What follows belongs to an exercise in optimizing a design on an open flow for small area; a production flow would make more cautious choices. At most, simulation tests tie the RTL to the original design; equivalence was not proved. No driver is modelled on the clock port, so clocking that relies on it looks cheaper here than on a real chip. Power figures rest on the tool's default switching activity, not on a simulated workload.

// uart_string_loopback
module uart_string_loopback (
    input  wire clk,
    input  wire rst_n,
    input  wire rx,
    output wire tx
);
For scale: ~450 cells after synthesis, roughly 7000 sq um of cells after synthesis.
==> module uart_string_loopback, before the edit <==
module uart_string_loopback (
    input  wire clk,
    input  wire rst_n,
    input  wire rx,
    output wire tx
);
reg  [255:0] ring;
reg  [7:0]   cnt;
reg  [4:0]   count;          
wire       hb, valid, frame;
wire [2:0] label;
wire [3:0] tph;
wire full   = count == 5'd31;
wire empty  = count == 5'd0;
wire start  = ~frame & ~empty;
wire accept = valid & ~full;
wire sent   = ~frame | (tph != 4'd15 && tph > {1'b0, label});
wire wen    = (cnt == {count + 5'd1, label}) & (~full | sent);
wire din    = wen ? hb : ring[255];
wire cap    = cnt == {5'd0, tph[2:0]};
uart_rx uart_rx_inst (
    .clk(clk),
    .rst_n(rst_n),
    .rx(rx),
    .label(label),
    .hb(hb),
    .valid(valid)
);
uart_tx uart_tx_inst (
    .clk(clk),
    .rst_n(rst_n),
    .start(start),
    .cap(cap),
    .din(din),
    .tph(tph),
    .frame(frame),
    .tx(tx)
);
always @(posedge clk) begin
    ring <= {ring[254:0], din};
    cnt  <= cnt + (start ? 8'd249 : 8'd1);
end
always @(posedge clk or negedge rst_n) begin
    if (!rst_n)
        count <= 5'd0;
    else if (accept && !start)
        count <= count + 5'd1;
    else if (start && !accept)
        count <= count - 5'd1;
end
endmodule
clock: 20.0 ns
lec_check: 0
cap_margin: 20
core_margin: 2
core_utilization: 72
slew_margin: 20
standard.sh (not shown) runs the stock make flow with config.mk's settings and CLKGATE_MAP_FILE= SYNTH_SCRIPT=/design/flow/synth_recipe.tcl, a recipe that flattens the netlist after the stock synthesis.
==> flow/flow/run.sh <==
#!/bin/bash
# Own layout flow: the standard synthesis, its logic remapped for area (the
# flip-flops untouched), then the standard layout of that netlist. Each tool
# writes its own log here.
set -euo pipefail
W=$PWD
F=$W/flow
LIB=$FLOW_HOME/platforms/sky130hd/lib/sky130_fd_sc_hd__tt_025C_1v80.lib
R=orfs/results/$FLOW_PLATFORM/uart_string_loopback/base

bash standard.sh synth > log_synth.log 2>&1
cp $R/1_2_yosys.v std_synth.v

# remap with each ABC script (in parallel), then take the smallest netlist
# that is proven equal to the standard one; keep the standard netlist if none
python3 $F/mkmap.py $LIB std_synth.v std_map.v > log_mkmap.log 2>&1
NET=$W/std_synth.v
J=0
for a in $F/abc_*.abc; do
  n=$(basename $a .abc)
  RS_LIB=$LIB RS_IN=std_synth.v RS_TOP=$FLOW_TOP RS_MAP=std_map.v RS_ABC=$a \
    RS_OUT=rs_$n.v yosys -c $F/resynth.tcl > log_resynth_$n.log 2>&1 &
  J=$((J+1))
  if (( J % ${NUM_CORES:-4} == 0 )); then wait || true; fi
done
wait || true
for n in $(for l in log_resynth_*.log; do
             a=$(grep "Chip area" $l | tail -1 | awk '{print $NF}')
             [[ -n $a ]] && echo "$a ${l#log_resynth_}"
           done | sort -g | awk '{print $2}'); do
  n=${n%.log}
  if python3 $F/mkmap.py $LIB rs_$n.v rs_${n}_map.v > log_mkmap_$n.log 2>&1 \
     && RS_LIB=$LIB RS_IN=std_synth.v RS_OUT=rs_$n.v RS_TOP=$FLOW_TOP RS_MAP=std_map.v \
       RS_MAP2=rs_${n}_map.v RS_FFMAP=$F/ffmap.v yosys -c $F/equiv.tcl > log_equiv_$n.log 2>&1; then
    NET=$W/rs_$n.v
    break
  fi
done
echo "netlist: $NET"

mv orfs orfs_std
ARGS=("SYNTH_NETLIST_FILES=$NET")
if [[ -f $F/cts_args ]]; then
  ARGS+=("CTS_ARGS=$(cat $F/cts_args)")
fi
if [[ -f $F/make_args ]]; then
  while IFS= read -r line; do
    [[ -n $line ]] && ARGS+=("$line")
  done < $F/make_args
fi
# POST_CTS_TCL: a leaf clock buffer whose flip-flops see a slow clock edge
# gets a larger cell
ARGS+=("POST_CTS_TCL=$F/fixclk.tcl")
bash standard.sh "${ARGS[@]}" finish > log_layout.log 2>&1
test -f out/final.def
Other scripts of this flow, unchanged in this note and not shown: flow/flow/abc_1.abc, flow/flow/abc_2.abc, flow/flow/abc_3.abc, flow/flow/abc_4.abc, flow/flow/abc_5.abc, flow/flow/abc_6.abc, flow/flow/abc_7.abc, flow/flow/abc_8.abc, flow/flow/cts_args, flow/flow/equiv.tcl, flow/flow/ffmap.v, flow/flow/fixclk.tcl, flow/flow/make_args, flow/flow/mkmap.py, flow/flow/resynth.tcl
The first run produced a clean layout.
Rerun with:
--- a/flow/design.v
+++ b/flow/design.v
@@ -102,18 +102,22 @@
 );
 reg  [255:0] ring;
 reg  [7:0]   cnt;
-reg  [4:0]   count;          
+reg  [4:0]   write_ptr;
+reg  [4:0]   read_ptr;
 wire       hb, valid, frame;
 wire [2:0] label;
 wire [3:0] tph;
-wire full   = count == 5'd31;
-wire empty  = count == 5'd0;
+function [4:0] nxt(input [4:0] p);
+    nxt = {p[3:0], p[4] ^ p[2] ^ (p[3:0] == 4'd0)};
+endfunction
+wire [4:0] wp_next = nxt(write_ptr);
+wire full   = wp_next == read_ptr;
+wire empty  = write_ptr == read_ptr;
 wire start  = ~frame & ~empty;
-wire accept = valid & ~full;
 wire sent   = ~frame | (tph != 4'd15 && tph > {1'b0, label});
-wire wen    = (cnt == {count + 5'd1, label}) & (~full | sent);
+wire wen    = (cnt == {wp_next, label}) & (~full | sent);
 wire din    = wen ? hb : ring[255];
-wire cap    = cnt == {5'd0, tph[2:0]};
+wire cap    = cnt == {read_ptr, tph[2:0]};
 uart_rx uart_rx_inst (
     .clk(clk),
     .rst_n(rst_n),
@@ -134,14 +138,17 @@
 );
 always @(posedge clk) begin
     ring <= {ring[254:0], din};
-    cnt  <= cnt + (start ? 8'd249 : 8'd1);
+    cnt  <= {cnt[6:0], cnt[7] ^ cnt[5] ^ cnt[4] ^ cnt[3] ^ (cnt[6:0] == 7'd0)};
 end
 always @(posedge clk or negedge rst_n) begin
-    if (!rst_n)
-        count <= 5'd0;
-    else if (accept && !start)
-        count <= count + 5'd1;
-    else if (start && !accept)
-        count <= count - 5'd1;
+    if (!rst_n) begin
+        write_ptr <= 5'd0;
+        read_ptr  <= 5'd0;
+    end else begin
+        if (valid && !full)
+            write_ptr <= wp_next;
+        if (start)
+            read_ptr <= nxt(read_ptr);
+    end
 end
 endmodule
After rerunning:
- The changed run finished with timing, DRC and antenna clean
- utilization shrinks by 1.2 points
- clock skew shrinks by 0.019 ns
- critical path depth does not change
- final area grows by about 2.2%
- die area grows by about 2.2%
- worst setup slack is worse by 0.022 ns
- clock-buffer cell count grows by 1
- first-iteration DRC count grows by 43%
- worst hold slack is worse by 0.011 ns
- sequential cell count grows by 5
- total power grows by about 2%
- synthesized cell count grows by 3.3%
The RTL of the first run of this note was laid out without a check of its function.

static timing again, ports no longer ideal:
The results above use ideal ports. As a check the final layouts listed here were re-extracted and re-timed, cells and wires unchanged.
Step 1 (the two cells are an assumption about what drives the block):
set clk [get_ports {clk}]
set_driving_cell -lib_cell sky130_fd_sc_hd__clkbuf_16 $clk
set_driving_cell -lib_cell sky130_fd_sc_hd__buf_2 [delete_from_list [all_inputs] $clk]
Step 2 times the ports against the registers' clock, not the clock port: input delays grow and output delays shrink by t, the midpoint of the rising clock arrivals with the driver on.
Slacks: ideal ports / drivers / drivers and shift; pairs: ideal ports / drivers.
run	shift t [ns]	setup WS [ns]	latest minus earliest clock arrival (ns)	worst slew at a driven data input, ns	pins driven straight from the clock port
the first run	0.617	14.752 / 14.721 / 15.135	0.066 / 0.067	0.03	1
the second run	0.615	14.730 / 14.698 / 14.698	0.052 / 0.052	0.03	1
After both steps every run listed still meets setup and hold. The setup slack of the second run, which loses most, moves by -0.032 ns with the drivers and by -0.032 ns with both steps.
